Context: an optimization exercise on an open-source flow, tuned for small area. The choices shown serve that exercise and are no tape-out recipe.
Only simulation tests tie the RTL to the original design; equivalence was not proved.
Power figures rest on the tool's default switching activity, not on a simulated workload.

<file path="design/flow/flow/run.sh">
#!/bin/bash
# Standard layout, with small port buffers and a leaner clock tree.
bash standard.sh "BUFFER_PORTS_ARGS=-buffer_cell sky130_fd_sc_hd__buf_1" "CTS_ARGS=-sink_clustering_enable -repair_clock_nets -dont_use_dummy_load -buf_list {sky130_fd_sc_hd__clkbuf_2 sky130_fd_sc_hd__clkbuf_4 sky130_fd_sc_hd__clkbuf_8}" finish > standard.log 2>&1
</file>
<file path="design/flow/standard.sh">
#!/bin/bash
# synth_recipe.tcl (not shown) runs the flow's synth.tcl, then flattens the netlist and writes it again
# the make line also repeats each setting of config.mk as NAME=value (left out here)
make -C /OpenROAD-flow-scripts/flow DESIGN_CONFIG=/design/flow/config.mk WORK_HOME=/design/flow/orfs CLKGATE_MAP_FILE= SYNTH_SCRIPT=/design/flow/synth_recipe.tcl "${@:-finish}"
</file>
<file path="design/flow/config.mk">
export PLATFORM = sky130hd
export DESIGN_NAME = TopGlove
export DESIGN_NICKNAME = TopGlove
export VERILOG_FILES = /design/flow/design.v
export SDC_FILE = /design/flow/constraint.sdc
export NUM_CORES = 4
export LEC_CHECK = 0
export CAP_MARGIN = 20
export CORE_MARGIN = 2
export CORE_UTILIZATION = 40
export CTS_BUF_LIST = sky130_fd_sc_hd__clkbuf_8
export SLEW_MARGIN = 20
</file>
<file path="design/flow/constraint.sdc">
create_clock -name core_clock -period 10.0 [get_ports {clk}]
set_input_delay 2.0000 -clock core_clock [delete_from_list [all_inputs] [get_ports {clk}]]
set_output_delay 2.0000 -clock core_clock [all_outputs]
set_load 0.01 [all_outputs]
</file>
<file path="design/flow/design.v">
module DebouncePulse (
    input  clk,
    input  in,
    output out
);
    reg [3:0] s;
    always @(posedge clk) begin
        s[0] <= in & (~s[1] | s[2]);
        s[1] <= in & ~s[2];
        s[2] <= in & (s[2] ^ s[3]);
        s[3] <= in & ~s[0];
    end
    assign out = s[0] & s[1] & s[2];
endmodule
module UART (
    input        rst,
    input        clk,
    input        pop,       
    input  [2:0] code,      
    output       ready,
    output       tx
);
    reg [13:0] v;
    wire baud = (v == 14'h0E53);
    always @(posedge clk) begin
        if (rst)       v <= 14'd0;
        else if (baud) v <= 14'd1;
        else           v <= {v[12:0], ~(v[13] ^ v[12])};
    end
    reg [3:0] u;
    reg [2:0] cd;
    always @(posedge clk) begin
        if (rst) u <= 4'd0;
        else case (u)
            4'd0:  if (pop) u <= 4'd1;
            4'd1:  u <= 4'd2;
            4'd12: u <= 4'd0;
            default: if (baud) u <= u + 4'd1;
        endcase
        if (u == 4'd0 && pop) cd <= code;
    end
    assign ready = (u == 4'd0) | (u == 4'd1);
    wire [3:0] d = (cd == 3'd5) ? 4'd8 : {1'b0, cd};
    assign tx = (u <= 4'd2) | (u == 4'd12) | (u[3:2] == 2'b01 & d[u[1:0]]);
endmodule
module PmodGYRO (
	input rst,
	input clk,
	output reg cs,
	output     sclk,
	output reg mosi,
	input      miso,
	output [15:0] data_x,
	output [15:0] data_y,
	output [15:0] data_z,
	output        valid,
	output        update
);
	reg [19:0] c;
	reg  [2:0] b;
	reg  [1:0] ph;
	reg [47:0] sr;
	reg [47:0] xyz;
	reg        vld;
	wire run = &ph;
	wire fin = run ? (&b) : b[1];
	wire e   = c[3] & c[0] & (fin ? c[19] : c[7]);
	always @(posedge clk) begin
		if (rst) begin
			c  <= 20'h80009;
			b  <= 3'd7;
			ph <= 2'd0;
		end else if (e) begin
			c <= 20'd9;
			if (fin) begin
				b <= 3'd0;
				if (!run && !b[2]) ph <= ph + 2'd1;
			end else
				b <= b + 3'd1;
		end else
			c <= c + 20'd1;
	end
	always @(posedge clk)
		cs <= rst | (fin & (cs | ~c[0]));
	wire load = run & fin & ~cs & c[0];
	assign update = run & fin & ~cs & ~c[0];
	reg [7:0] cmd;
	always @* begin
		if (run)
			cmd = (b == 3'd0) ? 8'hE8 : 8'h00;
		else case (ph + b[1:0])
			2'd0: cmd = 8'h20;
			2'd1: cmd = 8'h0F;
			2'd2: cmd = 8'h24;
			default: cmd = 8'h10;
		endcase
	end
	always @(posedge clk) begin
		if (rst)
			mosi <= 1'b0;
		else if (!fin && c[3:0] == 4'd15)
			mosi <= cmd[~c[6:4]];
	end
	assign sclk = fin | c[3];
	always @(posedge clk)
		if (c[3:0] == 4'd7)
			sr <= {sr[46:0], miso};
	always @(posedge clk) begin
		if (load)
			xyz <= {sr[7:0], sr[15:8], sr[23:16], sr[31:24], sr[39:32], sr[47:40]};
		if (rst)
			vld <= 1'b0;
		else if (load)
			vld <= 1'b1;
	end
	assign data_z = xyz[47:32];
	assign data_y = xyz[31:16];
	assign data_x = xyz[15:0];
	assign valid  = vld;
endmodule
module TopGlove (
    input clk,
    input rst,
    input [1:0] sw,
    input btn_up,
    input btn_down,
    input btn_left,
    input btn_center,
    output gyro_cs,
    output gyro_sclk,
    output gyro_mosi,
    input  gyro_miso,
    output reg [15:0] LED,
    input       master_rts,
    output      master_rx,
    input       master_tx,
    output      master_cts
);
    wire up_p, down_p, left_p, center_p;
    DebouncePulse db_up(.clk(clk), .in(btn_up), .out(up_p));
    DebouncePulse db_down(.clk(clk), .in(btn_down), .out(down_p));
    DebouncePulse db_left(.clk(clk), .in(btn_left), .out(left_p));
    DebouncePulse db_center(.clk(clk), .in(btn_center), .out(center_p));
    assign master_cts = 0;
    wire [15:0] data_x, data_y, data_z;
    wire valid, update;
    PmodGYRO pgyro0 (
        .rst   (rst),
        .clk   (clk),
        .cs    (gyro_cs),
        .sclk  (gyro_sclk),
        .mosi  (gyro_mosi),
        .miso  (gyro_miso),
        .data_x(data_x),
        .data_y(data_y),
        .data_z(data_z),
        .valid (valid),
        .update(update)
    );
    reg [2:0] buffer [0:3];
    reg [1:0] head, tail;
    reg       tb;       
    wire ready;
    wire pop = ready && !master_rts && head != tail;
    UART master (
        .rst  (rst),
        .clk  (clk),
        .pop  (pop),
        .code (buffer[head]),
        .ready(ready),
        .tx   (master_rx)
    );
    wire notfull = (tail == 2'd3) || (tail + 2'd1 != head);
    wire [4:0] g = tb ? data_z[15:11] : data_y[15:11];
    wire g_neg = g[4] & ~&g[3:0];    
    wire g_pos = ~g[4] & |g[3:1];    
    reg       push;
    reg [2:0] wcode;
    always @* begin
        push = 1'b1;
        if (left_p)        wcode = 3'd4;
        else if (center_p) wcode = 3'd5;
        else if (up_p)     wcode = 3'd6;
        else if (down_p)   wcode = 3'd7;
        else begin
            wcode = {1'b0, ~tb, g_pos};
            push  = update & (g_neg | g_pos);
        end
    end
    always @(posedge clk) begin
        if (notfull && push)
            buffer[tail] <= wcode;
        if (rst) begin
            head <= 0;
            tail <= 0;
            tb   <= 0;
        end else begin
            if (pop)
                head <= head + 1;
            if (notfull && push)
                tail <= tail + 1;
            if (!notfull)
                tb <= 0;
            else if (!(left_p | center_p | up_p | down_p) && update)
                tb <= ~tb;
        end
    end
    wire sel_x = valid & ~sw[1] & ~sw[0];
    wire sel_y = valid & ~sw[1] & sw[0];
    wire sel_z = valid & sw[1];
    always @*
        LED = ({16{sel_x}} & data_x) | ({16{sel_y}} & data_y) | ({16{sel_z}} & data_z);
endmodule
</file>
==> results of run 1 <==
[final cells by class]
cell class,count,area (um2),area share (%)
timing repair buffer,34,146.4,1.951
multi-input combinational,306,2098,27.97
inverter,18,67.56,0.9006
tap,225,281.5,3.752
clock buffer,17,234.0,3.119
sequential,178,4674,62.31
[state kept, by name (all words and copies together), names as in the netlist]
register	cells
pgyro0.sr	48
pgyro0.xyz	48
pgyro0.c	20
master.v	14
buffer	12
db_center.s	4
db_down.s	4
db_left.s	4
db_up.s	4
master.u	4
master.cd	3
pgyro0.b	3
head	2
pgyro0.ph	2
tail	2
pgyro0.cs	1
pgyro0.mosi	1
pgyro0.vld	1
tb	1
[power by group]
part | switching (uW) | leakage, uW | internal [uW]
clock network | 203 | 0.000122 | 150
logic | 79.5 | 0.000935 | 62.0
registers | 29.2 | 0.00155 | 798
[how the worst min path moves through the flow]
stage | from | end | slack, ns | cells after the start
2_1_floorplan | db_center.s[0] | db_center.s[3] | 0.39 | 1
3_3_place_gp | db_up.s[0] | db_up.s[3] | 0.40 | 1
3_5_place_dp | db_up.s[0] | db_up.s[3] | 0.41 | 1
4_1_cts | db_up.s[0] | db_up.s[3] | 0.43 | 1
5_1_grt | db_left.s[0] | db_left.s[3] | 0.45 | 1
6_report | db_up.s[0] | db_up.s[3] | 0.42 | 1
[kinds of logic (layout without fill, tap and decap cells)]
kind of cell / Yosys count / after routing / share of synthesized area, %
compound gates: 56 / 56 / 5.315
xor+xnor: 30 / 30 / 3.809
fa+ha+maj: 17 / 17 / 3.084
buf+inv: 35 / 69 / 2.031
flops: 178 / 178 / 67.77
mux: 25 / 25 / 4.208
other cells: 1 / 1 / 0.05436
simple gates: 177 / 177 / 13.73
[cell usage in the layout, fill, tap and decap left out, drive strengths merged, types with 4 or more instances in the layout]
cell type	synthesis	final
dfxtp	67	67
xor2	18	18
mux2i	20	20
nor2	39	39
nand2	36	36
inv	18	18
o21ai	23	23
clkbuf	11	17
ha	17	17
nand4	7	7
nor3	8	8
nor2b	16	16
xnor2	12	12
a31oi	7	7
nand2b	7	7
nand3	13	13
buf	6	34
and2	32	32
a21boi	5	5
edfxtp	111	111
a21oi	4	4
[per-stage QoR]
| stage | cell area, um2 | util (%) | cells | hold WS (ns) | total power (uW) |
|---|---|---|---|---|---|
| global route | 7502 | 43.98 | 778 | 0.4456 | 1387 |
| global placement | 7268 | 42.61 | 761 | 0.4029 | 973.9 |
| detailed placement | 7268 | 42.61 | 761 | 0.4066 | 984.9 |
| floorplan | 6898 | - | 519 | 0.3926 | 948.8 |
| finish | 7502 | 43.98 | 778 | 0.4226 | 1323 |
| CTS | 7502 | 43.98 | 778 | 0.4253 | 1338 |
[worst max-delay path, stage by stage]
cell     delay (ns)
buf_1          0.07
buf_4          0.29
mux2i_1        0.27
o21ai_0        0.09
and2_1         0.17
buf_1          0.12
[cells in the mapped netlist (8+ instances only)]
cell type  instances  area [um2]
nor3_1             8       40.04
nand2_1           36       135.1
nor2b_1           16       100.1
dfxtp_1           67        1341
inv_1             18       67.56
edfxtp_1         111        3333
clkbuf_1          11       41.29
mux2i_1           20       200.2
o21ai_0           23       115.1
nand3_1           13       65.06
xor2_1            18       157.7
xnor2_1           12       105.1
ha_1              17       212.7
nor2_1            39       146.4
and2_1            31       193.9
[layer usage]
layer  track usage (%)  vias up
met5                 0        -
met4             5.266        2
met3             3.629       14
met2             21.07       56
met1             16.60     1838
li1                  -     1899
==> run summary, run 1 <==
Clocking:
- The total of cells resized after clock tree synthesis is 0.
- The clock passes through at most 2 buffers.
- After clock tree synthesis, the clock-pin slew on the worst setup and hold paths is 0.06 ns.
- The H-tree was split into 4 levels.
- The number of clock buffers added by TritonCTS is 17.
- The clock drives 178 sinks.
- The master cell of the clock root buffer is clkbuf_8.
- The clock tree from TritonCTS is built.
- The hold-fix buffer count after cts is 0.
- The source-to-sink clock delay at the later pin of the worst-skew pair is 0.45 ns.
- After clock tree synthesis, the setup repair step added 0 buffers.

Die:
- Once the floorplan was initialized, standard cells occupied 40.44% of the core.
- The area of the die is 18,310 um2.
- After floorplanning, the core was divided into 48 placement rows.
- The floorplan die width is 135.3 um.
- The y dimension of the die is 135.3 um.
- The core region is 17,060 um2.
- The number of top-level pins is 32.

Synthesis:
- The synthesized netlist occupies a cell area of 6898 um2.
- In the synthesized netlist the async set-or-reset flop fraction comes to 0%.
- Counting flops and latches in the post-synthesis netlist gives 178.
- The Yosys step of the flow raised 4 warnings.
- The number of nets produced by synthesis is 547.
- The synthesized netlist contains 53 unique library cells.
- Yosys mapped a number of flops with a built-in enable equal to 111.
- The post-synthesis instance total is 519.
- The most frequently used flop master after synthesis is edfxtp_1.
- The average cell area after synthesis is 13.29 um2.
- Of the synthesized area, sequential elements account for 67.77%.

Worst setup path:
- The end point of the critical path is LED[7].
- The endpoint identified for the worst register-to-register timing path is pgyro0.c[3].
- The endpoint arrival time on the critical path is 3.03 ns.
- STA classifies the critical path endpoint as an output pin.
- The startpoint of the lowest-slack register-to-register path is pgyro0.b[1].
- The critical path is of the input pin to output pin type.
- For the worst flop-to-flop path, the logic depth is 7.
- STA puts the critical path data required time at 8.00 ns.
- The register-to-register path setup slack is 7.51 ns.
- Along the worst path, the maximum fanout reaches 16.
- The critical path launch point is sw[0].
- The category of the worst setup path launch point is an input pin.

Timing:
- Measured against its own limit, the worst slew margin works out to 49.48%.
- The final hold violation count is 0.
- The clock skew after layout is 0.03273 ns.
- Setup repair after global routing left no endpoint under its margin.
- The minimum setup slack in the final design is 4.974 ns.
- Setup violations remaining at the end of the flow were counted as 0.
- For the final routed database, the setup TNS stands at 0 ns.
- The max-slew violation total from the final report is 0.
- At the pin with the least slew margin, the transition time is 0.7472 ns.
- For this run, the top clock speed supported by timing is 0.1990 GHz.
- After layout, the minimum clock period comes to 5.026 ns.
- The final critical path takes up 50.26% of the cycle.

Drt:
- The detailed router finished its first iteration with 209 violations.
- The total length of routed met3 wires is 359 um.
- The post-detailed-route count of antenna-violating nets is 0.
- In the routed design, unresolved DRC markers number 0.
- Signal routing reaches up to met5.
- The detailed router placed 3,809 vias in this run.
- After detailed routing, the number of vias per cell comes to 4.896.
- Dividing the detail-routed wire length by the instance count gives 14.38 um.
- After detailed routing, the met2 layer carries 5339 um of wire.
- The routed metal-1 wire length is 5322 um.
- The iteration count of the initial detailed-routing pass is 5.
- The overall routed net length is 11,190 um.

GRT:
- The total congestion overflow is 0.
- Entering global routing, the biggest net connects 50 pins.
- The initial antenna violation count is 1.
- The number of global-route vias before repair is 3,835.
- Global routing consumed, over all layers together, 13.01% of the routing resources.
- The first global-routing pass estimated 18,440 um of wire.

Place:
- The setup slack after placement is 4.964 ns.
- Summed over all nets, the half-perimeter wirelength after detailed placement is 7435 um.
- The final RePlAce weighted congestion is 0.7832.
- Port buffering added 29 buffers.

Status:
- The run finished with no timing, DRC or antenna violations.

Finish:
- The share of post-route cells with drive strength above 1 is 5.967%.
- The layout net count is 583.
- The filler cell count is 1,596.
- The area added between synthesis and finish is 8.761%.
- The number of diodes added for antenna fixing is 0.

Power and ir drop:
- The worst-case IR drop observed on VDD is 0.1064 mV.
- The leakage power is 0.002602 uW.
- In this run the power density over the cells is 176.3 nW/um2.

Min path:
- The worst hold-check path type is flip-flop to flip-flop.

Job:
- Max-cap violations in this run came to 0.
==> inputs of run 2 (changes only) <==
==> design/flow/flow/run.sh (replaced) <==
#!/bin/bash
# Standard layout, with small port buffers and a leaner clock tree.
bash standard.sh "BUFFER_PORTS_ARGS=-buffer_cell sky130_fd_sc_hd__buf_1" "CTS_ARGS=-sink_clustering_enable -repair_clock_nets -dont_use_dummy_load -buf_list sky130_fd_sc_hd__clkbuf_8" finish > standard.log 2>&1
==> run 2 against run 1 <==
  * Total power unchanged
  * Maximum frequency unchanged
  * Flip-flop and latch count unchanged
  * Sequential share of layout area unchanged
  * Via count unchanged
  * Final cell count unchanged
  * Largest power group unchanged
  * Highest routed layer unchanged
==> run summary, run 2 <==
Finish:
- The number of diodes added for antenna fixing is 0 (unchanged).
- In the final layout, the registers with the most flip-flops are pgyro0.sr (48), pgyro0.xyz (48), pgyro0.c (20).
- In the layout the commonest cells are 111 x edfxtp_1, 67 x dfxtp_1, 38 x nor2_1.
- The library cell used most frequently in the layout, excluding fill and tap cells, is edfxtp_1.
- The layout net count is 583 (unchanged).
- The share of post-route cells with drive strength above 1 is 5.967% (unchanged).
- The area added between synthesis and finish came to 8.761% (unchanged).

Min path:
- The hold-critical path endpoint is db_up.s[3].
- The worst hold-check path type is flip-flop to flip-flop.
- The number of stages on the worst hold path was 1 (unchanged).
- The startpoint of the lowest-slack hold path is db_up.s[0].

Clocking:
- The clock-pin transition on the worst setup and hold timing paths is 0.06 ns (about the same).
- The clock tree from TritonCTS is built.
- The clock sink total came to 178 (unchanged).
- The hold-fix buffer count after cts was 0 (unchanged).
- The tree is rooted in a clkbuf_8.
- The total of cells resized after clock tree synthesis is 0 (unchanged).
- The post-CTS setup-driven buffer insertion count was 0 (unchanged).
- The CTS buffer count came to 17 (unchanged).
- The source-to-sink clock delay at the later pin of the worst-skew pair is 0.45 ns (about the same).
- The maximum clock insertion buffer count came to 2 (unchanged).
- The H-tree depth is 4 (unchanged).

Timing:
- The max-slew violation total from the final report is 0 (unchanged).
- Setup repair after global routing left no endpoint under its margin.
- The clock skew after layout came to 0.03273 ns (unchanged).
- The worst-case headroom to the max-slew limit is 49.48% (unchanged).
- The transition time at the pin with the least slew margin is 0.7472 ns (unchanged).
- The post-route fraction of the period consumed by the critical path is 50.26% (unchanged).
- The minimum clock period is 5.026 ns (unchanged).
- The highest clock rate is 0.1990 GHz (unchanged).
- The aggregate negative setup slack was 0 ns (unchanged).
- The number of setup violations in the final report was 0 (unchanged).
- The final hold violation count is 0 (unchanged).

Synthesis:
- edfxtp_1 is the most common cell in the netlist.
- The average cell area after synthesis came to 13.29 um2 (unchanged).
- The share of async-settable or async-resettable flops after synthesis is 0% (unchanged).
- The netlist area before placement is 6898 um2 (unchanged).
- The number of synthesis warnings came to 4 (unchanged).
- In the synthesized netlist the dominant register cell turns out to be edfxtp_1.
- The largest area contributor in the synthesized netlist is edfxtp_1.
- By count the netlist is led by 111 x edfxtp_1, 67 x dfxtp_1, 39 x nor2_1, 36 x nand2_1, 31 x and2_1.
- The sequential cell area fraction in the yosys report is 67.77% (unchanged).
- The number of nets produced by synthesis came to 547 (unchanged).
- The post-synthesis instance total is 519 (unchanged).
- In the post-synthesis netlist, the biggest area contributors are edfxtp_1 48%, dfxtp_1 19%, ha_1 3.1%, mux2i_1 2.9%, and2_1 2.8%.
- The number of synthesized register bits is 178 (unchanged).
- The number of distinct standard cells referenced by the synthesized netlist is 53 (unchanged).
- The number of flops mapped to enable cells by yosys is 111 (unchanged).
- The share of the synthesized area in the top cell type is 48.32% (unchanged).

Power and ir drop:
- The leakage power is 0.002602 uW (unchanged).
- The total power density per cell area is 176.3 nW/um2 (unchanged).
- The total power draw is 1323 uW (unchanged).
- The largest vdd supply drop was 0.1064 mV (unchanged).

Worst setup path:
- The largest fanout on the critical path is 16 (unchanged).
- The endpoint arrival time on the critical path is 3.03 ns (about the same).
- The worst setup path is captured at an output pin.
- The delay of the slowest cell on the worst path is 0.29 ns (about the same).
- Traced cell by cell, the critical path runs through buf_1, buf_4, mux2i_1, o21ai_0, and2_1, buf_1.
- The number of cells on the worst reg-to-reg path was 7 (unchanged).
- The worst register-to-register path ends at pgyro0.c[3].
- Among cell families on the critical path, the largest total delay comes from buffers and inverters.
- The critical path in this run is classified as input pin to output pin.
- The worst setup path is launched from an input pin.
- The largest individual stage delay along the critical path comes from the cell buf_4.
- The startpoint of the lowest-slack register-to-register path is pgyro0.b[1].
- The data required time of the worst path is 8.00 ns (about the same).
- Among the stages of the critical path, the cell type that occurs most often is buf_1.
- In this run the worst setup path begins at sw[0].
- The register-to-register path setup slack came to 7.51 ns (about the same).
- The combined buffer and inverter count along the critical path was 3 (unchanged).

Status:
- The flow ran to the end and the layout has no timing, DRC or antenna violations.

Die:
- The floorplan die width was 135.3 um (unchanged).
- The y dimension of the die is 135.3 um (unchanged).
- The area of the die is 18,310 um2 (unchanged).
- The effective utilization at floorplan came to 40.44% (unchanged).
- The number of top-level pins is 32 (unchanged).
- The area of the core region is 17,060 um2 (unchanged).
- The number of rows created at floorplan is 48 (unchanged).

Job:
- The max-capacitance violation count is 0 (unchanged).

Drt:
- The iteration count of the initial detailed-routing pass is 5 (unchanged).
- The via count of the routed design is 3,809 (unchanged).
- The overall routed net length is 11,190 um (unchanged).
- The post-detailed-route count of antenna-violating nets came to 0 (unchanged).
- The violation count after the first detailed-route iteration came to 209 (unchanged).
- The mean number of vias per cell is 4.896 (unchanged).
- The remaining routing DRC violations was 0 (unchanged).
- The wire length per cell is 14.38 um (unchanged).

Place:
- The half-perimeter wire length of the detailed placement result is 7435 um (unchanged).
- The final RePlAce weighted congestion was 0.7832 (unchanged).
- The count of buffers inserted at the top-level ports is 29 (unchanged).

GRT:
- The global-route wire length before repair is 18,440 um (unchanged).
- The global router's overall resource usage is 13.01% (unchanged).
- The initial antenna violation count is 1 (unchanged).
- The largest net degree at the start of global routing was 50 (unchanged).
- The total congestion overflow was 0 (unchanged).
- The number of global-route vias before repair came to 3,835 (unchanged).
-- run 2: cell counts after synthesis --
No cell type changed its count.
-- run 2: area by class of cell --
class / instances / area, um2
Sequential cell: 178 / 4674
Multi-Input combinational cell: 306 / 2098
Timing Repair Buffer: 34 / 146.4
Tap cell: 225 / 281.5
Fill cell: 1596 / 9554
Inverter: 18 / 67.56
Clock buffer: 17 / 234.0
-- run 2: how the worst max path moves through the flow --
stage	slack (ns)	cells past startpoint	endpoint
final	4.97	6	LED[7]
after global routing	4.88	6	LED[7]
after global placement	4.94	6	LED[15]
after detailed placement	4.96	6	LED[15]
after CTS	4.96	6	LED[15]
after floorplan	4.74	5	LED[10]
-- run 2: worst reg2reg max path, cell delays in order (launching register included) --
cell	delay (ns)
dfxtp_1	0.37
ha_1	0.21
ha_1	0.19
mux2i_1	0.27
mux2_2	0.39
nand3_1	0.24
nand2b_1	0.42
o21bai_1	0.29
-- run 2: cells by family after synthesis --
group	after synthesis	share of synthesized area (%)
DFF	178	67.77
and+or+nand+nor	177	13.73
AOI/OAI and AO/OA	56	5.315
buffers and inverters	35	2.031
xor gates and xnor gates	30	3.809
muxes	25	4.208
adders and majority gates	17	3.084
other	1	0.05436
-- run 2: metal layers --
metal / track usage, % / up-vias / share of wire [%]
li1: - / 1899 / -
met1: 16.60 / 1838 / 48
met2: 21.07 / 56 / 48
met3: 3.629 / 14 / 3.2
met4: 5.266 / 2 / 1.4
met5: 0 / - / 0.089
-- run 2: per-stage QoR --
step	setup slack [ns]	instance area [um2]	utilization (%)	std cells	hold slack (ns)
floorplan	4.735	6898	-	519	0.3926
global placement	4.943	7268	42.61	761	0.4029
detailed placement	4.964	7268	42.61	761	0.4066
CTS	4.962	7502	43.98	778	0.4253
global route	4.877	7502	43.98	778	0.4456
finish	4.974	7502	43.98	778	0.4226
-- run 2: power breakdown --
group / leakage, uW / internal [uW] / switching, uW
clock network: 0.000122 / 150 / 203
registers: 0.00155 / 798 / 29.2
logic: 0.000935 / 62.0 / 79.5
total: 0.00260 / 1010 / 312
==> inputs of run 3 (changes only) <==
--- a/design/flow/design.v
+++ b/design/flow/design.v
@@ -65,20 +65,27 @@
 	wire run = &ph;
 	wire fin = run ? (&b) : b[1];
 	wire e   = c[3] & c[0] & (fin ? c[19] : c[7]);
+	wire carry = &c[7:0];
 	always @(posedge clk) begin
 		if (rst) begin
 			c  <= 20'h80009;
 			b  <= 3'd7;
 			ph <= 2'd0;
-		end else if (e) begin
-			c <= 20'd9;
-			if (fin) begin
-				b <= 3'd0;
-				if (!run && !b[2]) ph <= ph + 2'd1;
-			end else
-				b <= b + 3'd1;
-		end else
-			c <= c + 20'd1;
+		end else begin
+			c[18:8] <= c[18:8] + {10'd0, carry};
+			if (e) begin
+				c[7:0] <= 8'd9;
+				c[19]  <= 1'b0;
+				if (fin) begin
+					b <= 3'd0;
+					if (!run && !b[2]) ph <= ph + 2'd1;
+				end else
+					b <= b + 3'd1;
+			end else begin
+				c[7:0] <= c[7:0] + 8'd1;
+				c[19]  <= c[19] | (carry & (&c[18:8]));
+			end
+		end
 	end
 	always @(posedge clk)
 		cs <= rst | (fin & (cs | ~c[0]));
==> design/flow/flow/run.sh (replaced) <==
#!/bin/bash
# The standard layout, with three changes:
#  - synthesis maps logic with an area-oriented ABC script (flow/area.abc)
#    in place of ORFS's speed script; everything else in synthesis is as
#    standard.sh runs it;
#  - port buffers are sky130_fd_sc_hd__buf_1;
#  - the clock tree uses clkbuf_8 and no dummy loads.
set -euo pipefail
W=$(pwd)
sed "s#^  log_cmd abc {\*}\$abc_args#  set abc_args [lreplace \$abc_args 1 1 $W/flow/area.abc]\n  log_cmd abc {*}\$abc_args#" \
  "$FLOW_HOME/scripts/synth.tcl" > "$W/synth_area.tcl"
sed "s#source \$::env(SCRIPTS_DIR)/synth.tcl#source $W/synth_area.tcl#" synth_recipe.tcl > "$W/synth_recipe_area.tcl"
bash standard.sh "SYNTH_SCRIPT=$W/synth_recipe_area.tcl" \
  "BUFFER_PORTS_ARGS=-buffer_cell sky130_fd_sc_hd__buf_1" \
  "CTS_ARGS=-sink_clustering_enable -sink_clustering_size 40 -sink_clustering_max_diameter 150 -sink_clustering_levels 1 -repair_clock_nets -dont_use_dummy_load -buf_list sky130_fd_sc_hd__clkbuf_8" \
  finish > standard.log 2>&1
==> design/flow/flow/area.abc (new file) <==
strash
dc2
dch -f
amap
topo
==> run 3 against run 2 <==
  * Setup slack lost 0.39 ns
  * Sequential power rose by 1%
  * Still clean
  * Flip-flop and latch count is the same
  * Hold slack lost 0.0030 ns
==> run summary, run 3 <==
Status:
- The run finished with no timing, DRC or antenna violations.

Synthesis:
- The number of flops mapped to enable cells by yosys is 111 (unchanged).
- The commonest cells after synthesis are 111 x edfxtp_1, 67 x clkinv_1, 67 x dfxtp_1, 58 x nor2_1, 22 x nand2_1.
- The share of the synthesized area in the top cell type was 51.10% (+2.8 points).
- The number of nets produced by synthesis came to 533 (-2.6%).
- The sequential cell area fraction in the yosys report is 71.67% (+3.9 points).
- The most common cell in the netlist is edfxtp_1.
- The largest area contributor in the synthesized netlist is edfxtp_1.
- The netlist area before placement was 6523 um2 (-5.4%).
- The number of distinct standard cells referenced by the synthesized netlist came to 40 (-25%).
- The number of synthesized register bits came to 178 (unchanged).
- The share of async-settable or async-resettable flops after synthesis is 0% (unchanged).
- The post-synthesis instance total came to 503 (-3.1%).
- Sorting the synthesized cells by area gives the leading types as edfxtp_1 51%, dfxtp_1 21%, clkinv_1 3.9%, ha_1 3.6%, nor2_1 3.3%.
- The number of synthesis warnings is 4 (unchanged).
- The average cell area after synthesis is 12.97 um2 (-2.4%).
- The most used flip-flop cell after synthesis is edfxtp_1.

Clocking:
- The clock sink total is 178 (unchanged).
- TritonCTS built the clock tree.
- The total of cells resized after clock tree synthesis came to 0 (unchanged).
- The source-to-sink clock delay at the later pin of the worst-skew pair is 0.45 ns (about the same).
- The H-tree depth is 4 (unchanged).
- The cell sitting at the root of the clock tree is a clkbuf_8.
- The CTS buffer count is 17 (unchanged).
- The post-CTS setup-driven buffer insertion count was 0 (unchanged).
- The clock-pin transition on the worst setup and hold timing paths is 0.06 ns (about the same).
- The maximum clock insertion buffer count is 2 (unchanged).
- The hold-fix buffer count after cts is 0 (unchanged).

GRT:
- The largest net degree at the start of global routing is 50 (unchanged).
- The number of global-route vias before repair came to 3,900 (+1.7%).
- The global-route wire length before repair came to 18,530 um (+0.45%).
- The global router's overall resource usage was 13.45% (+0.43 points).
- The total congestion overflow is 0 (unchanged).
- The initial antenna violation count is 0 (-1).

Drt:
- The wire length per cell is 14.31 um (-0.47%).
- The via count of the routed design is 3,891 (+2.2%).
- The iteration count of the initial detailed-routing pass is 4 (-1).
- The mean number of vias per cell is 5.060 (+3.3%).
- The remaining routing DRC violations is 0 (unchanged).
- The overall routed net length came to 11,000 um (-1.6%).
- The violation count after the first detailed-route iteration is 372 (+78%).
- The post-detailed-route count of antenna-violating nets is 0 (unchanged).

Place:
- The setup slack after placement came to 4.545 ns (-0.4184 ns).
- The count of buffers inserted at the top-level ports was 29 (unchanged).
- The final RePlAce weighted congestion was 0.7972 (+1.8%).
- The half-perimeter wire length of the detailed placement result is 7196 um (-3.2%).

Worst setup path:
- The critical path goes through buf_1, clkinv_1, and3_1, a222oi_1, clkinv_1, buf_1.
- The type of the worst setup path is input pin to output pin.
- The endpoint class of the critical path is an output pin.
- The data required time of the worst path is 8.00 ns (about the same).
- The endpoint arrival time on the critical path was 3.42 ns (+0.39 ns).
- The largest fanout on the critical path is 16 (unchanged).
- The worst setup path is launched from an input pin.
- The cell with the biggest individual delay on the critical path is a222oi_1.
- The cell family contributing the most delay on the critical path is compound AO/OA/AOI/OAI gates.
- The combined buffer and inverter count along the critical path was 4 (+1).
- The delay of the slowest cell on the worst path is 0.54 ns (+0.25 ns).

Finish:
- The storage element area came to 4674 um2 (unchanged).
- The multi-input gate area in the final layout was 1607 um2 (-23%).
- The number of diodes added for antenna fixing came to 0 (unchanged).
- In the final layout, the registers with the most flip-flops are pgyro0.sr (48), pgyro0.xyz (48), pgyro0.c (20).
- The area added between synthesis and finish is 10.13%.
- The layout net count is 585 (+0.34%).
- The library cells used most frequently in the layout, excluding fill and tap cells, are 111 x edfxtp_1, 67 x clkinv_1, 67 x dfxtp_1.
- Leaving out fill and tap cells, the most frequent cell in the layout is edfxtp_1.
- The share of post-route cells with drive strength above 1 is 4.521% (-1.4 points).
- The filler cell count is 1,490 (-6.6%).
- The utilization after layout came to 45.22% (+1.2 points).

Die:
- The floorplan die width came to 131.7 um (-2.7%).
- The area of the core region is 15,890 um2 (-6.9%).
- The number of top-level pins is 32 (unchanged).
- The y dimension of the die came to 131.7 um (-2.7%).
- The area of the die is 17,340 um2 (-5.3%).
- The number of rows created at floorplan is 46 (-4.2%).
- The effective utilization at floorplan is 41.06% (+0.62 points).

Job:
- The max-capacitance violation count is 0 (unchanged).

Timing:
- The max-slew violation total from the final report was 0 (unchanged).
- The aggregate negative setup slack was 0 ns (unchanged).
- The highest clock rate came to 0.1845 GHz (-7.3%).
- The worst-case headroom to the max-slew limit is 46.30% (-3.2 points).
- The transition time at the pin with the least slew margin came to 0.7970 ns (+0.04984 ns).
- The minimum clock period came to 5.420 ns (+0.3935 ns).
- Setup repair after global routing left no endpoint under its margin.
- The final hold slack is 0.4196 ns (-0.003009 ns).
- The clock skew after layout is 0.02859 ns (-0.004134 ns).
- The post-route fraction of the period consumed by the critical path is 54.20% (+3.9 points).
- The number of setup violations in the final report is 0 (unchanged).
- The minimum setup slack in the final design came to 4.580 ns (-0.3935 ns).
- The final hold violation count was 0 (unchanged).

Power and ir drop:
- The total power density per cell area is 190.2 nW/um2 (+7.9%).
- The largest vdd supply drop is 0.1030 mV (-3.2%).
- The total power draw is 1366 uW (+3.3%).
- The leakage power is 0.002336 uW (-10%).

Min path:
- The worst hold-check path type is flip-flop to flip-flop.
==> run 3: cell types whose count changed in the layout (fill, tap and decap cells not counted), sizes merged, moves of 17 or more <==
| cell | previous run | this run |
|---|---|---|
| a21oi | 4 | 21 |
| and2 | 32 | 1 |
| nor2 | 39 | 58 |
| inv | 18 | 0 |
| xor2 | 18 | 1 |
| clkinv | 0 | 67 |
| mux2i | 20 | 0 |
==> run 3: final timing paths <==
| kind | startpoint | end | slack (ns) | cells after the start |
|---|---|---|---|---|
| min reg2reg | master.v[3] | master.v[4] | 0.42 | 2 |
| max reg2reg | pgyro0.b[0] | pgyro0.c[4] | 7.49 | 10 |
| min | master.v[3] | master.v[4] | 0.42 | 2 |
| max | sw[1] | LED[0] | 4.58 | 6 |
==> run 3: cell families (layout without fill, tap and decap cells) <==
| family | count (synthesis) | after routing | synth area share [%] |
|---|---|---|---|
| flip-flops | 178 | 178 | 71.67 |
| AND/OR/NAND/NOR | 132 | 132 | 9.304 |
| AO/OA/AOI/OAI | 104 | 104 | 11.22 |
| buffers and inverters | 68 | 118 | 3.971 |
| adder cells (fa/ha/maj) | 19 | 19 | 3.645 |
| other | 1 | 1 | 0.05749 |
| XOR/XNOR | 1 | 1 | 0.1343 |
==> run 3: layout make-up <==
type,instances,area share (%)
inverter,67,3.501
timing repair buffer,34,2.038
tap,216,3.762
sequential,178,65.08
multi-input combinational,257,22.37
clock buffer,17,3.257
==> run 3: tightest hold or removal path: stages (launching register included) <==
cell and delay (ns):
dfxtp_1 0.30, clkinv_1 0.04, nor2_1 0.04
==> run 3: routing by layer <==
layer	track usage (%)	up-vias	part of all wire, %
li1	-	1941	-
met1	16.71	1881	46
met2	22.13	63	49
met3	4.437	6	4.5
met4	4.469	0	1.1
met5	0	-	0
==> run 3: where the power goes <==
part / switching (uW) / internal [uW]
Clock: 209 / 150
Combinational: 107 / 63.8
Sequential: 30.8 / 805
==> run 3: stage by stage <==
stage | std cells | area, um2
global placement | 752 | 6949
floorplan | 503 | 6523
global route | 769 | 7183
CTS | 769 | 7183
detailed placement | 752 | 6949
finish | 769 | 7183
==> inputs of run 4 (changes only) <==
--- a/design/flow/flow/run.sh
+++ b/design/flow/flow/run.sh
@@ -12,5 +12,5 @@
 sed "s#source \$::env(SCRIPTS_DIR)/synth.tcl#source $W/synth_area.tcl#" synth_recipe.tcl > "$W/synth_recipe_area.tcl"
 bash standard.sh "SYNTH_SCRIPT=$W/synth_recipe_area.tcl" \
   "BUFFER_PORTS_ARGS=-buffer_cell sky130_fd_sc_hd__buf_1" \
-  "CTS_ARGS=-sink_clustering_enable -sink_clustering_size 40 -sink_clustering_max_diameter 150 -sink_clustering_levels 1 -repair_clock_nets -dont_use_dummy_load -buf_list sky130_fd_sc_hd__clkbuf_8" \
+  "CTS_ARGS=-sink_clustering_enable -sink_buffer_max_cap_derate 1.0 -repair_clock_nets -dont_use_dummy_load -buf_list sky130_fd_sc_hd__clkbuf_8" \
   finish > standard.log 2>&1
==> run 4 against run 3 <==
  * Still clean
  * Non-clock buffer count unchanged
  * Synthesized cell count unchanged
  * Clock power hardly changed
  * Global-route usage unchanged
  * Sequential power about the same
  * Hold slack unchanged
  * Core utilization did not move
  * Wire length did not move
  * Synthesized area unchanged
  * Critical path type unchanged
==> run summary, run 4 <==
Clocking:
- The maximum clock insertion buffer count is 2 (unchanged).
- The clock-pin transition on the worst setup and hold timing paths is 0.06 ns (about the same).
- TritonCTS built the clock tree.
- The H-tree depth is 4 (unchanged).
- The master cell of the clock root buffer is clkbuf_8.
- The CTS buffer count is 17 (unchanged).
- The post-CTS setup-driven buffer insertion count was 0 (unchanged).
- The hold-fix buffer count after cts is 0 (unchanged).
- The source-to-sink clock delay at the later pin of the worst-skew pair is 0.45 ns (about the same).
- The clock sink total was 178 (unchanged).
- The total of cells resized after clock tree synthesis is 0 (unchanged).

Timing:
- Setup repair after global routing left no endpoint under its margin.
- The post-route fraction of the period consumed by the critical path is 54.20% (unchanged).
- The worst-case headroom to the max-slew limit was 46.30% (unchanged).
- The aggregate negative setup slack is 0 ns (unchanged).
- The number of setup violations in the final report is 0 (unchanged).
- The final hold violation count was 0 (unchanged).
- The minimum clock period is 5.420 ns (unchanged).
- The final hold slack came to 0.4196 ns (unchanged).
- The transition time at the pin with the least slew margin is 0.7970 ns (unchanged).
- The clock skew after layout came to 0.02859 ns (unchanged).
- The highest clock rate is 0.1845 GHz (unchanged).
- The max-slew violation total from the final report is 0 (unchanged).

Finish:
- The library cells used most frequently in the layout, excluding fill and tap cells, are 111 x edfxtp_1, 67 x clkinv_1, 67 x dfxtp_1.
- The area added between synthesis and finish is 10.13% (unchanged).
- The share of post-route cells with drive strength above 1 is 4.521% (unchanged).
- The number of diodes added for antenna fixing is 0 (unchanged).
- The multi-input gate area in the final layout is 1607 um2 (unchanged).
- The largest registers in the layout are pgyro0.sr (48), pgyro0.xyz (48), pgyro0.c (20).
- The filler cell count is 1,490 (unchanged).
- The utilization after layout is 45.22% (unchanged).
- The layout net count is 585 (unchanged).
- The storage element area was 4674 um2 (unchanged).
- The leading cell type in the layout, fill and taps excluded is edfxtp_1.

Synthesis:
- The post-synthesis instance total is 503 (unchanged).
- The share of async-settable or async-resettable flops after synthesis was 0% (unchanged).
- Yosys attributes the largest share of cell area to edfxtp_1 51%, dfxtp_1 21%, clkinv_1 3.9%, ha_1 3.6%, nor2_1 3.3%.
- The number of nets produced by synthesis is 533 (unchanged).
- The sequential cell area fraction in the yosys report came to 71.67% (unchanged).
- The most common cell in the synthesized netlist is edfxtp_1.
- The largest area contributor in the synthesized netlist is edfxtp_1.
- The number of flops mapped to enable cells by yosys is 111 (unchanged).
- The number of distinct standard cells referenced by the synthesized netlist was 40 (unchanged).
- The netlist area before placement is 6523 um2 (unchanged).
- In the synthesized netlist, the cells that appear most often are 111 x edfxtp_1, 67 x clkinv_1, 67 x dfxtp_1, 58 x nor2_1, 22 x nand2_1.
- The share of the synthesized area in the top cell type is 51.10% (unchanged).
- The number of synthesis warnings is 4 (unchanged).
- The average cell area after synthesis is 12.97 um2 (unchanged).
- In the synthesized netlist the dominant register cell turns out to be edfxtp_1.
- The number of synthesized register bits is 178 (unchanged).

Die:
- The floorplan die width came to 131.7 um (unchanged).
- The area of the die is 17,340 um2 (unchanged).
- The number of top-level pins was 32 (unchanged).
- The number of rows created at floorplan is 46 (unchanged).
- The effective utilization at floorplan is 41.06% (unchanged).
- The y dimension of the die is 131.7 um (unchanged).
- The area of the core region is 15,890 um2 (unchanged).

Drt:
- The mean number of vias per cell is 5.060 (unchanged).
- The via count of the routed design came to 3,891 (unchanged).
- The post-detailed-route count of antenna-violating nets is 0 (unchanged).
- The overall routed net length is 11,000 um (unchanged).
- The remaining routing DRC violations is 0 (unchanged).
- The violation count after the first detailed-route iteration is 372 (unchanged).
- The iteration count of the initial detailed-routing pass is 4 (unchanged).
- The wire length per cell is 14.31 um (unchanged).

Place:
- The half-perimeter wire length of the detailed placement result is 7196 um (unchanged).
- The count of buffers inserted at the top-level ports was 29 (unchanged).
- The final RePlAce weighted congestion was 0.7972 (unchanged).

Power and ir drop:
- The largest vdd supply drop came to 0.1030 mV (unchanged).
- The internal power is 1019 uW (unchanged).
- The leakage power is 0.002336 uW (unchanged).
- The total power draw came to 1366 uW (unchanged).
- The clock network fraction of design power came to 26.3% (about the same).
- The sequential group share of total power was 61.2% (about the same).
- The total power density per cell area is 190.2 nW/um2 (unchanged).
- The combinational cell fraction of total power came to 12.5% (about the same).
- The switching power of the nets was 346.7 uW (unchanged).
- The fraction of power spent switching nets is 25.38% (unchanged).

Min path:
- The worst hold-check path type is flip-flop to flip-flop.

Worst setup path:
- The worst setup path is of the input pin to output pin kind.
- The endpoint class of the critical path is an output pin.
- The category of the worst setup path launch point is an input pin.
- The data required time of the worst path is 8.00 ns (about the same).
- The endpoint arrival time on the critical path is 3.42 ns (about the same).
- The largest fanout on the critical path is 16 (unchanged).

GRT:
- The total congestion overflow is 0 (unchanged).
- The global router's overall resource usage is 13.45% (unchanged).
- The largest net degree at the start of global routing came to 50 (unchanged).
- The initial antenna violation count is 0 (unchanged).
- The number of global-route vias before repair is 3,900 (unchanged).
- The global-route wire length before repair is 18,530 um (unchanged).

Status:
- The flow ran to the end and the layout has no timing, DRC or antenna violations.

Job:
- The max-capacitance violation count is 0 (unchanged).
[run 4: power groups by stage]
stage	Sequential, uW	Clock (uW)	Combinational (uW)
finish	836	359	171
global route	842	403	201
CTS	836	373	172
detailed placement	853	0	171
global placement	851	0	162
floorplan	845	0	132
[run 4: per-stage QoR]
| step | worst slack, ns | std cells | cell area (um2) |
|---|---|---|---|
| global placement | 4.520 | 752 | 6949 |
| floorplan | 4.746 | 503 | 6523 |
| finish | 4.580 | 769 | 7183 |
| global route | 4.484 | 769 | 7183 |
| detailed placement | 4.545 | 752 | 6949 |
| CTS | 4.541 | 769 | 7183 |
[run 4: per-layer routing]
layer	global-route usage, %	vias up	part of all wire [%]
met2	22.13	63	49
met4	4.469	0	1.1
met3	4.437	6	4.5
met5	0	-	0
li1	-	1941	-
met1	16.71	1881	46
[run 4: area by class of cell]
type / instances / area share, %
Sequential cell: 178 / 65.08
Multi-Input combinational cell: 257 / 22.37
Clock buffer: 17 / 3.257
Inverter: 67 / 3.501
Timing Repair Buffer: 34 / 2.038
Tap cell: 216 / 3.762
[run 4: final timing paths]
| kind | from | endpoint | slack [ns] | cells past startpoint |
|---|---|---|---|---|
| worst min-delay path | master.v[3] | master.v[4] | 0.42 | 2 |
| worst min register to register | master.v[3] | master.v[4] | 0.42 | 2 |
| worst max register to register | pgyro0.b[0] | pgyro0.c[4] | 7.49 | 10 |
| worst max-delay path | sw[1] | LED[0] | 4.58 | 6 |
[run 4: critical path: stages]
cell and delay, ns:
buf_1 0.12, clkinv_1 0.09, and3_1 0.40, a222oi_1 0.54
clkinv_1 0.13, buf_1 0.14
[run 4: logic make-up (layout without fill, tap and decap cells)]
| family | Yosys count | count (layout) | synth area share, % |
|---|---|---|---|
| compound gates | 104 | 104 | 11.22 |
| xor+xnor | 1 | 1 | 0.1343 |
| fa+ha+maj | 19 | 19 | 3.645 |
| buf+inv | 68 | 118 | 3.971 |
| flops | 178 | 178 | 71.67 |
| other cells | 1 | 1 | 0.05749 |
| simple gates | 132 | 132 | 9.304 |
==> inputs of run 5 (changes only) <==
--- a/design/flow/flow/run.sh
+++ b/design/flow/flow/run.sh
@@ -12,5 +12,5 @@
 sed "s#source \$::env(SCRIPTS_DIR)/synth.tcl#source $W/synth_area.tcl#" synth_recipe.tcl > "$W/synth_recipe_area.tcl"
 bash standard.sh "SYNTH_SCRIPT=$W/synth_recipe_area.tcl" \
   "BUFFER_PORTS_ARGS=-buffer_cell sky130_fd_sc_hd__buf_1" \
-  "CTS_ARGS=-sink_clustering_enable -sink_buffer_max_cap_derate 1.0 -repair_clock_nets -dont_use_dummy_load -buf_list sky130_fd_sc_hd__clkbuf_8" \
+  "CTS_ARGS=-repair_clock_nets -dont_use_dummy_load -buf_list sky130_fd_sc_hd__clkbuf_8" \
   finish > standard.log 2>&1
==> run 5 against run 4 <==
  * Register-to-register slack about the same
  * Largest power group unchanged
  * Critical path type unchanged
  * Flip-flop and latch count unchanged
  * Synthesized area unchanged
  * Largest cell class unchanged
  * Setup slack unchanged
==> run summary, run 5 <==
Status:
- The run finished with no timing, DRC or antenna violations.

Synthesis:
- The number of flops mapped to enable cells by yosys was 111 (unchanged).
- The number of synthesis warnings is 4 (unchanged).
- By instance count, the leading cell after synthesis is edfxtp_1.
- The share of the synthesized area in the top cell type was 51.10% (unchanged).
- The netlist area before placement came to 6523 um2 (unchanged).
- The average cell area after synthesis was 12.97 um2 (unchanged).
- The sequential cell area fraction in the yosys report came to 71.67% (unchanged).
- The number of distinct standard cells referenced by the synthesized netlist is 40 (unchanged).
- The number of nets produced by synthesis came to 533 (unchanged).
- By count the netlist is led by 111 x edfxtp_1, 67 x clkinv_1, 67 x dfxtp_1, 58 x nor2_1, 22 x nand2_1.
- The number of synthesized register bits is 178 (unchanged).
- Yosys attributes the largest share of cell area to edfxtp_1 51%, dfxtp_1 21%, clkinv_1 3.9%, ha_1 3.6%, nor2_1 3.3%.
- The most frequently used flop master after synthesis is edfxtp_1.
- The largest area contributor in the synthesized netlist is edfxtp_1.
- The share of async-settable or async-resettable flops after synthesis is 0% (unchanged).
- The post-synthesis instance total was 503 (unchanged).

Finish:
- The share of post-route cells with drive strength above 1 came to 4.521% (unchanged).
- The number of diodes added for antenna fixing is 0 (unchanged).
- The area added between synthesis and finish came to 10.13% (unchanged).
- The leading cell type in the layout, fill and taps excluded is edfxtp_1.
- The filler cell count was 1,490 (unchanged).
- The layout net count is 585 (unchanged).
- The largest registers in the layout are pgyro0.sr (48), pgyro0.xyz (48), pgyro0.c (20).
- The post-route non-filler standard cell count came to 769 (unchanged).
- In the layout the commonest cells are 111 x edfxtp_1, 67 x clkinv_1, 67 x dfxtp_1.

Drt:
- The via count of the routed design was 3,891 (unchanged).
- The post-detailed-route count of antenna-violating nets was 0 (unchanged).
- The mean number of vias per cell is 5.060 (unchanged).
- The remaining routing DRC violations was 0 (unchanged).
- The wire length per cell came to 14.31 um (unchanged).
- The overall routed net length is 11,000 um (unchanged).
- The violation count after the first detailed-route iteration came to 372 (unchanged).
- The iteration count of the initial detailed-routing pass is 4 (unchanged).

Worst setup path:
- The data required time of the worst path is 8.00 ns (about the same).
- The capture point of the worst reg-to-reg path is pgyro0.c[4].
- The register-to-register path setup slack is 7.49 ns (about the same).
- The number of cells on the worst reg-to-reg path is 10 (unchanged).
- The startpoint of the lowest-slack register-to-register path is pgyro0.b[0].
- The largest fanout on the critical path is 16 (unchanged).
- The type of the worst setup path is input pin to output pin.
- STA classifies the critical path endpoint as an output pin.
- The endpoint arrival time on the critical path was 3.42 ns (about the same).
- The category of the worst setup path launch point is an input pin.

GRT:
- The global router's overall resource usage is 13.45% (unchanged).
- The total congestion overflow is 0 (unchanged).
- The initial antenna violation count was 0 (unchanged).
- The global-route wire length before repair is 18,530 um (unchanged).
- The largest net degree at the start of global routing came to 50 (unchanged).
- The number of global-route vias before repair came to 3,900 (unchanged).

Die:
- The area of the core region is 15,890 um2 (unchanged).
- The effective utilization at floorplan is 41.06% (unchanged).
- The number of top-level pins is 32 (unchanged).
- The y dimension of the die is 131.7 um (unchanged).
- The floorplan die width is 131.7 um (unchanged).
- The area of the die is 17,340 um2 (unchanged).
- The number of rows created at floorplan is 46 (unchanged).

Power and ir drop:
- The total power density per cell area is 190.2 nW/um2 (unchanged).
- The total power draw came to 1366 uW (unchanged).
- The largest vdd supply drop is 0.1030 mV (unchanged).
- The leakage power is 0.002336 uW (unchanged).

Place:
- The setup slack after placement was 4.545 ns (unchanged).
- The count of buffers inserted at the top-level ports was 29 (unchanged).
- The final RePlAce weighted congestion is 0.7972 (unchanged).
- The post-placement cell count came to 752 (unchanged).
- The half-perimeter wire length of the detailed placement result is 7196 um (unchanged).

Timing:
- The final hold violation count is 0 (unchanged).
- The max-slew violation total from the final report is 0 (unchanged).
- The clock skew after layout is 0.02859 ns (unchanged).
- The highest clock rate is 0.1845 GHz (unchanged).
- The number of setup violations in the final report is 0 (unchanged).
- The minimum clock period came to 5.420 ns (unchanged).
- The aggregate negative setup slack is 0 ns (unchanged).
- Setup repair after global routing left no endpoint under its margin.
- The worst-case headroom to the max-slew limit is 46.30% (unchanged).
- The post-route fraction of the period consumed by the critical path was 54.20% (unchanged).
- The minimum setup slack in the final design was 4.580 ns (unchanged).
- The transition time at the pin with the least slew margin is 0.7970 ns (unchanged).

Clocking:
- The maximum clock insertion buffer count came to 2 (unchanged).
- The post-CTS setup-driven buffer insertion count is 0 (unchanged).
- The CTS buffer count came to 17 (unchanged).
- The clock sink total is 178 (unchanged).
- The clock-pin transition on the worst setup and hold timing paths is 0.06 ns (about the same).
- The clock tree from TritonCTS is built.
- The source-to-sink clock delay at the later pin of the worst-skew pair is 0.45 ns (about the same).
- The H-tree depth came to 4 (unchanged).
- The hold-fix buffer count after cts is 0 (unchanged).
- The tree is rooted in a clkbuf_8.
- The total of cells resized after clock tree synthesis is 0 (unchanged).

Job:
- The max-capacitance violation count is 0 (unchanged).

Min path:
- In this run the most critical hold path is launched from master.v[3].
- The worst hold-check path type is flip-flop to flip-flop.
- The hold-critical path endpoint is master.v[4].
- The number of stages on the worst hold path is 2 (unchanged).
## run 5: cell counts after synthesis
No cell type changed its count.
## run 5: worst max path at each step
stage	from	end	slack, ns	cells past startpoint
finish	sw[1]	LED[0]	4.58	6
global placement	sw[1]	LED[0]	4.52	6
detailed placement	sw[1]	LED[0]	4.55	6
floorplan	sw[1]	LED[13]	4.75	3
CTS	sw[1]	LED[0]	4.54	6
global route	sw[1]	LED[0]	4.48	6
## run 5: cell families after synthesis
group                    synth area share [%]
AO/OA/AOI/OAI                           11.22
AND/OR/NAND/NOR                         9.304
XOR/XNOR                               0.1343
buffers and inverters                   3.971
adder cells (fa/ha/maj)                 3.645
other                                 0.05749
flip-flops                              71.67
## run 5: layer usage
| layer | vias up | part of all wire (%) | track usage [%] | wire length, um |
|---|---|---|---|---|
| met2 | 63 | 49 | 22.13 | 5370 |
| met5 | - | 0 | 0 | 0 |
| li1 | 1941 | - | - | - |
| met1 | 1881 | 46 | 16.71 | 5011 |
| met3 | 6 | 4.5 | 4.437 | 497 |
| met4 | 0 | 1.1 | 4.469 | 125 |
## run 5: worst max-delay path, cell delays in order
cell	delay, ns
buf_1	0.12
clkinv_1	0.09
and3_1	0.40
a222oi_1	0.54
clkinv_1	0.13
buf_1	0.14
## run 5: final cells by class
type | instances | area (um2) | area share [%]
sequential | 178 | 4674 | 65.08
inverter | 67 | 251.5 | 3.501
clock buffer | 17 | 234.0 | 3.257
tap | 216 | 270.3 | 3.762
multi-input combinational | 257 | 1607 | 22.37
timing repair buffer | 34 | 146.4 | 2.038
## run 5: power breakdown
part	leakage [uW]	switching [uW]	internal, uW
sequential	0.00155	30.8	805
clock	0.000122	209	150
combinational	0.000667	107	63.8
total	0.00234	347	1020
## run 5: per-stage QoR
step                hold WS, ns  utilization, %  instance area (um2)
finish                   0.4196           45.22                 7183
CTS                      0.4215           45.22                 7183
floorplan                0.3849               -                 6523
detailed placement       0.4046           43.75                 6949
global placement         0.3940           43.75                 6949
global route             0.4325           45.22                 7183
==> inputs of run 6 (changes only) <==
--- a/design/flow/flow/run.sh
+++ b/design/flow/flow/run.sh
@@ -12,5 +12,5 @@
 sed "s#source \$::env(SCRIPTS_DIR)/synth.tcl#source $W/synth_area.tcl#" synth_recipe.tcl > "$W/synth_recipe_area.tcl"
 bash standard.sh "SYNTH_SCRIPT=$W/synth_recipe_area.tcl" \
   "BUFFER_PORTS_ARGS=-buffer_cell sky130_fd_sc_hd__buf_1" \
-  "CTS_ARGS=-repair_clock_nets -dont_use_dummy_load -buf_list sky130_fd_sc_hd__clkbuf_8" \
+  "CTS_ARGS=-sink_clustering_enable -sink_clustering_size 40 -sink_clustering_max_diameter 300 -repair_clock_nets -dont_use_dummy_load -buf_list sky130_fd_sc_hd__clkbuf_16" \
   finish > standard.log 2>&1
==> run 6 against run 5 <==
  * Die area did not move
  * Register-to-register slack about the same
  * Still clean on timing, DRC and antenna
  * Core utilization rose by 1.2 points
  * Largest cell class unchanged
  * Critical endpoint unchanged
  * Sequential power about the same
==> run summary, run 6 <==
Worst setup path:
- The category of the worst setup path launch point is an input pin.
- The worst setup path is captured at an output pin.
- The data required time of the worst path was 8.00 ns (about the same).
- The delay of the slowest cell on the worst path came to 0.55 ns (about the same).
- The type of the worst setup path is input pin to output pin.
- The largest fanout on the critical path came to 16 (unchanged).
- The endpoint arrival time on the critical path is 3.43 ns (about the same).
- The critical path goes through buf_1, clkinv_1, and3_1, a222oi_1, clkinv_1, buf_1.
- The cell with the biggest individual delay on the critical path is a222oi_1.

Drt:
- The remaining routing DRC violations is 0 (unchanged).
- The violation count after the first detailed-route iteration is 385 (+3.5%).
- The routed metal-1 wire length was 5242 um (+4.6%).
- The total length of routed met3 wires came to 315 um (-37%).
- The post-detailed-route count of antenna-violating nets was 0 (unchanged).
- The iteration count of the initial detailed-routing pass came to 4 (unchanged).
- The detailed-routed wire length on met2 is 5384 um (+0.26%).
- The mean number of vias per cell is 5.051 (-0.18%).
- The overall routed net length is 11,060 um (+0.50%).
- The highest metal layer with signal wires is met4.
- The via count of the routed design is 3,884 (-0.18%).
- The wire length per cell is 14.38 um (+0.50%).

Status:
- The flow ran to the end and the layout has no timing, DRC or antenna violations.

GRT:
- The global-route wire length before repair is 18,650 um (+0.67%).
- The largest net degree at the start of global routing is 50 (unchanged).
- The total congestion overflow is 0 (unchanged).
- The initial antenna violation count came to 0 (unchanged).
- The global router's overall resource usage is 13.55% (+0.10 points).
- The number of global-route vias before repair came to 3,905 (+0.13%).

Die:
- The number of rows created at floorplan is 46 (unchanged).
- The area of the die is 17,340 um2 (unchanged).
- The floorplan die width is 131.7 um (unchanged).
- The y dimension of the die came to 131.7 um (unchanged).
- The effective utilization at floorplan came to 41.06% (unchanged).
- The number of top-level pins is 32 (unchanged).
- The area of the core region was 15,890 um2 (unchanged).

Synthesis:
- The number of flops mapped to enable cells by yosys is 111 (unchanged).
- The largest total area in the synthesized netlist belongs to edfxtp_1.
- The share of the synthesized area in the top cell type came to 51.10% (unchanged).
- Among all flip-flop cells after synthesis, the most frequent one is edfxtp_1.
- The sequential cell area fraction in the yosys report is 71.67% (unchanged).
- The average cell area after synthesis came to 12.97 um2 (unchanged).
- The number of synthesis warnings is 4 (unchanged).
- The netlist area before placement is 6523 um2 (unchanged).
- Yosys attributes the largest share of cell area to edfxtp_1 51%, dfxtp_1 21%, clkinv_1 3.9%, ha_1 3.6%, nor2_1 3.3%.
- The number of synthesized register bits is 178 (unchanged).
- After synthesis, the most frequently instantiated cells are 111 x edfxtp_1, 67 x clkinv_1, 67 x dfxtp_1, 58 x nor2_1, 22 x nand2_1.
- The number of distinct standard cells referenced by the synthesized netlist was 40 (unchanged).
- In the post-synthesis netlist, the cell with the most instances is edfxtp_1.
- The post-synthesis instance total came to 503 (unchanged).
- The share of async-settable or async-resettable flops after synthesis is 0% (unchanged).
- The number of nets produced by synthesis is 533 (unchanged).

Timing:
- The post-route fraction of the period consumed by the critical path is 54.32% (+0.12 points).
- The final hold slack came to 0.4165 ns (-0.003112 ns).
- Setup repair after global routing left no endpoint under its margin.
- The worst-case headroom to the max-slew limit came to 47.54% (+1.2 points).
- The number of setup violations in the final report was 0 (unchanged).
- The max-slew violation total from the final report is 0 (unchanged).
- The minimum clock period came to 5.432 ns (+0.01179 ns).
- The transition time at the pin with the least slew margin was 0.7787 ns (-0.01837 ns).
- The aggregate negative setup slack is 0 ns (unchanged).
- The final hold violation count is 0 (unchanged).
- The highest clock rate is 0.1841 GHz (-0.22%).
- The clock skew after layout is 0.02449 ns (-0.004106 ns).

Clocking:
- The H-tree depth is 4 (unchanged).
- The maximum clock insertion buffer count came to 2 (unchanged).
- The CTS buffer count came to 17 (unchanged).
- The hold-fix buffer count after cts is 0 (unchanged).
- The total of cells resized after clock tree synthesis is 0 (unchanged).
- The clock-pin transition on the worst setup and hold timing paths is 0.06 ns (about the same).
- The clock sink total is 178 (unchanged).
- The post-CTS setup-driven buffer insertion count is 0 (unchanged).
- The clock tree from TritonCTS is built.
- The master cell of the clock root buffer is clkbuf_16.
- The source-to-sink clock delay at the later pin of the worst-skew pair is 0.42 ns (-0.03 ns).

Min path:
- The worst hold-check path type is flip-flop to flip-flop.

Finish:
- In the layout the commonest cells are 111 x edfxtp_1, 67 x clkinv_1, 67 x dfxtp_1.
- The share of post-route cells with drive strength above 1 is 4.521% (unchanged).
- The number of diodes added for antenna fixing is 0 (unchanged).
- The area added between synthesis and finish is 13.06%.
- Leaving out fill and tap cells, the most frequent cell in the layout is edfxtp_1.
- The layout net count was 585 (unchanged).
- The largest registers in the layout are pgyro0.sr (48), pgyro0.xyz (48), pgyro0.c (20).

Power and ir drop:
- The largest vdd supply drop is 0.1397 mV (+36%).
- The leakage power is 0.002423 uW (+3.7%).
- The total power density per cell area came to 207.5 nW/um2 (+9.1%).

Place:
- The count of buffers inserted at the top-level ports is 29 (unchanged).
- The half-perimeter wire length of the detailed placement result is 7196 um (unchanged).
- The final RePlAce weighted congestion is 0.7972 (unchanged).

Job:
- The max-capacitance violation count is 0 (unchanged).
run 6: per-layer routing:
metal	GRT usage, %	vias to the layer above
li1	-	1945
met1	16.57	1880
met2	22.48	52
met3	4.552	7
met4	4.650	0
met5	0	-
run 6: final timing paths:
kind	from	to	slack [ns]	cells past startpoint
setup reg to reg	pgyro0.b[0]	pgyro0.c[4]	7.50	10
hold reg to reg	db_center.s[0]	db_center.s[3]	0.42	1
setup / recovery	sw[1]	LED[0]	4.57	6
hold / removal	db_center.s[0]	db_center.s[3]	0.42	1
run 6: cells by family after synthesis:
family / Yosys count / synth area share (%)
adder cells (fa/ha/maj): 19 / 3.645
AND/OR/NAND/NOR: 132 / 9.304
buffers and inverters: 68 / 3.971
flip-flops: 178 / 71.67
XOR/XNOR: 1 / 0.1343
AO/OA/AOI/OAI: 104 / 11.22
other: 1 / 0.05749
run 6: worst max-delay path: cells and delay by family:
family                 cells  cell delay, ns
AO/OA/AOI/OAI              1            0.55
buffers and inverters      4            0.48
AND/OR/NAND/NOR            1            0.41
run 6: final cells by class:
class / instances / area (um2)
Tap cell: 216 / 270.3
Fill cell: 1475 / 8511
Inverter: 67 / 251.5
Clock buffer: 17 / 425.4
Timing Repair Buffer: 34 / 146.4
Multi-Input combinational cell: 257 / 1607
Sequential cell: 178 / 4674
run 6: through the flow:
stage | total power [uW] | util, % | setup slack [ns] | instances | cell area [um2]
5_1_grt | 1614 | 46.42 | 4.484 | 769 | 7375
2_1_floorplan | 977.1 | - | 4.746 | 503 | 6523
3_5_place_dp | 1023 | 43.75 | 4.545 | 752 | 6949
4_1_cts | 1549 | 46.42 | 4.541 | 769 | 7375
6_report | 1530 | 46.42 | 4.568 | 769 | 7375
3_3_place_gp | 1013 | 43.75 | 4.520 | 752 | 6949
run 6: power by group:
part | switching, uW | leakage, uW | internal [uW]
logic | 108 | 0.000667 | 63.8
clock network | 227 | 0.000209 | 295
registers | 30.8 | 0.00155 | 806
==> inputs of run 7 (changes only) <==
--- a/design/flow/flow/run.sh
+++ b/design/flow/flow/run.sh
@@ -12,5 +12,5 @@
 sed "s#source \$::env(SCRIPTS_DIR)/synth.tcl#source $W/synth_area.tcl#" synth_recipe.tcl > "$W/synth_recipe_area.tcl"
 bash standard.sh "SYNTH_SCRIPT=$W/synth_recipe_area.tcl" \
   "BUFFER_PORTS_ARGS=-buffer_cell sky130_fd_sc_hd__buf_1" \
-  "CTS_ARGS=-sink_clustering_enable -sink_clustering_size 40 -sink_clustering_max_diameter 300 -repair_clock_nets -dont_use_dummy_load -buf_list sky130_fd_sc_hd__clkbuf_16" \
+  "CTS_ARGS=-sink_clustering_enable -repair_clock_nets -dont_use_dummy_load -buf_list sky130_fd_sc_hd__clkbuf_8" \
   finish > standard.log 2>&1
==> run 7 against run 6 <==
  * Still clean
  * Clock skew up 0.0041 ns
  * Sequential power about the same
  * Final cell count unchanged
  * Sequential share of layout area up 1.7 points
  * Via count up 0.18%
  * Largest power group unchanged
==> run summary, run 7 <==
Finish:
- The number of diodes added for antenna fixing is 0 (unchanged).
- The utilization after layout is 45.22% (-1.2 points).
- The layout net count is 585 (unchanged).
- The leading cell type in the layout, fill and taps excluded is edfxtp_1.
- The final non-filler cell area is 7183 um2 (-2.6%).
- The share of post-route cells with drive strength above 1 is 4.521% (unchanged).
- In the final layout, the registers with the most flip-flops are pgyro0.sr (48), pgyro0.xyz (48), pgyro0.c (20).
- The filler cell count came to 1,490 (+1.0%).

Worst setup path:
- The largest fanout on the critical path was 16 (unchanged).
- The type of the worst setup path is input pin to output pin.
- The category of the worst setup path launch point is an input pin.
- The endpoint arrival time on the critical path is 3.42 ns (about the same).
- The worst setup path is captured at an output pin.
- The critical path launch point is sw[1].
- The combined buffer and inverter count along the critical path was 4 (unchanged).
- The startpoint of the lowest-slack register-to-register path is pgyro0.b[0].

Clocking:
- The maximum clock insertion buffer count is 2 (unchanged).
- The master cell of the clock root buffer is clkbuf_8.
- The clock-pin transition on the worst setup and hold timing paths is 0.06 ns (about the same).
- The source-to-sink clock delay at the later pin of the worst-skew pair is 0.45 ns (+0.03 ns).

GRT:
- The global-route wire length before repair came to 18,530 um (-0.66%).
- The largest net degree at the start of global routing is 50 (unchanged).

Synthesis:
- The number of flops mapped to enable cells by yosys is 111 (unchanged).
- The synthesized-area fraction occupied by adder cells is 3.645% (unchanged).
- Among all flip-flop cells after synthesis, the most frequent one is edfxtp_1.
- The largest area contributor in the synthesized netlist is edfxtp_1.
- The sequential cell area fraction in the yosys report came to 71.67% (unchanged).
- The number of distinct standard cells referenced by the synthesized netlist is 40 (unchanged).
- The post-synthesis mux area share is 0% (unchanged).
- The netlist area before placement was 6523 um2 (unchanged).

Drt:
- The violation count after the first detailed-route iteration was 372 (-3.4%).
- The post-detailed-route count of antenna-violating nets is 0 (unchanged).
- The via count of the routed design is 3,891 (+0.18%).
- The iteration count of the initial detailed-routing pass came to 4 (unchanged).
- The remaining routing DRC violations is 0 (unchanged).

Power and ir drop:
- The fraction of power spent switching nets came to 25.38% (+1.5 points).
- The total power draw is 1366 uW (-11%).
- The largest vdd supply drop is 0.1030 mV (-26%).

Timing:
- The minimum clock period is 5.420 ns (-0.01179 ns).
- The clock skew after layout is 0.02859 ns (+0.004106 ns).
- The number of setup violations in the final report is 0 (unchanged).
- The aggregate negative setup slack is 0 ns (unchanged).
- The post-route fraction of the period consumed by the critical path is 54.20% (-0.12 points).

Min path:
- The worst hold-check path type is flip-flop to flip-flop.
- The startpoint identified for the worst hold timing path is master.v[3].

Die:
- The area of the core region was 15,890 um2 (unchanged).
- The floorplan die width came to 131.7 um (unchanged).

Status:
- The flow ran to the end and the layout has no timing, DRC or antenna violations.

Place:
- The half-perimeter wire length of the detailed placement result is 7196 um (unchanged).
[run 7: cell counts after synthesis]
Identical to the previous run, type by type.
[run 7: power by group through the flow]
stage	logic, uW	registers (uW)	clock network [uW]
detailed placement	171	853	0
floorplan	132	845	0
global route	201	842	403
global placement	162	851	0
finish	171	836	359
CTS	172	836	373
[run 7: cell families (layout without fill, tap and decap cells)]
family | after synthesis | count (layout)
flops | 178 | 178
simple gates | 132 | 132
compound gates | 104 | 104
buf+inv | 68 | 118
fa+ha+maj | 19 | 19
other cells | 1 | 1
xor+xnor | 1 | 1
[run 7: area by class of cell]
| cell class | count | area (um2) | area share (%) |
|---|---|---|---|
| Sequential cell | 178 | 4674 | 65.08 |
| Multi-Input combinational cell | 257 | 1607 | 22.37 |
| Tap cell | 216 | 270.3 | 3.762 |
| Inverter | 67 | 251.5 | 3.501 |
| Clock buffer | 17 | 234.0 | 3.257 |
| Timing Repair Buffer | 34 | 146.4 | 2.038 |
[run 7: path summary, 6_finish.rpt]
| kind | end | slack, ns | depth (start not counted) |
|---|---|---|---|
| setup reg to reg | pgyro0.c[4] | 7.49 | 10 |
| hold / removal | master.v[4] | 0.42 | 2 |
| setup / recovery | LED[0] | 4.58 | 6 |
| hold reg to reg | master.v[4] | 0.42 | 2 |
[run 7: routing by layer]
layer  vias to the layer above  GRT usage [%]  part of all wire [%]
li1                       1941              -                     -
met1                      1881          16.71                    46
met2                        63          22.13                    49
met3                         6          4.437                   4.5
met4                         0          4.469                   1.1
met5                         -              0                     0
[run 7: worst min-delay path, cell delays in order (launching register included)]
cell      delay [ns]
dfxtp_1         0.30
clkinv_1        0.04
nor2_1          0.04
[run 7: metrics by stage]
step                hold WS [ns]  std cells  worst slack, ns
global route              0.4325        769            4.484
floorplan                 0.3849        503            4.746
finish                    0.4196        769            4.580
CTS                       0.4215        769            4.541
global placement          0.3940        752            4.520
detailed placement        0.4046        752            4.545

[what the ideal ports hide]
In the flow no input, the clock included, has a driving cell. The finished layouts below were timed again as built, in two steps.
Step 1 sets driving cells, clkbuf_16 on the clock port and buf_2 on the other inputs (assumed; they add their load-dependent delay and slew).
Step 2, shift: input delay + t, output delay - t, t = (earliest + latest rising clock arrival at the registers) / 2. This alone moves slack from input paths to output paths.
Three values: no drivers, after step 1, after step 2; two values: the first two.
| run | t, ns | slack for setup (ns) |
|---|---|---|
| run 1 | 0.460 | 4.974 / 4.944 / 4.944 |
| run 2 | 0.460 | 4.974 / 4.944 / 4.944 |
| run 3 | 0.469 | 4.580 / 4.551 / 4.551 |
| run 4 | 0.469 | 4.580 / 4.551 / 4.551 |
| run 5 | 0.469 | 4.580 / 4.551 / 4.551 |
| run 6 | 0.453 | 4.568 / 4.540 / 4.540 |
| run 7 | 0.469 | 4.580 / 4.551 / 4.551 |
After both steps every run listed still meets setup and hold.
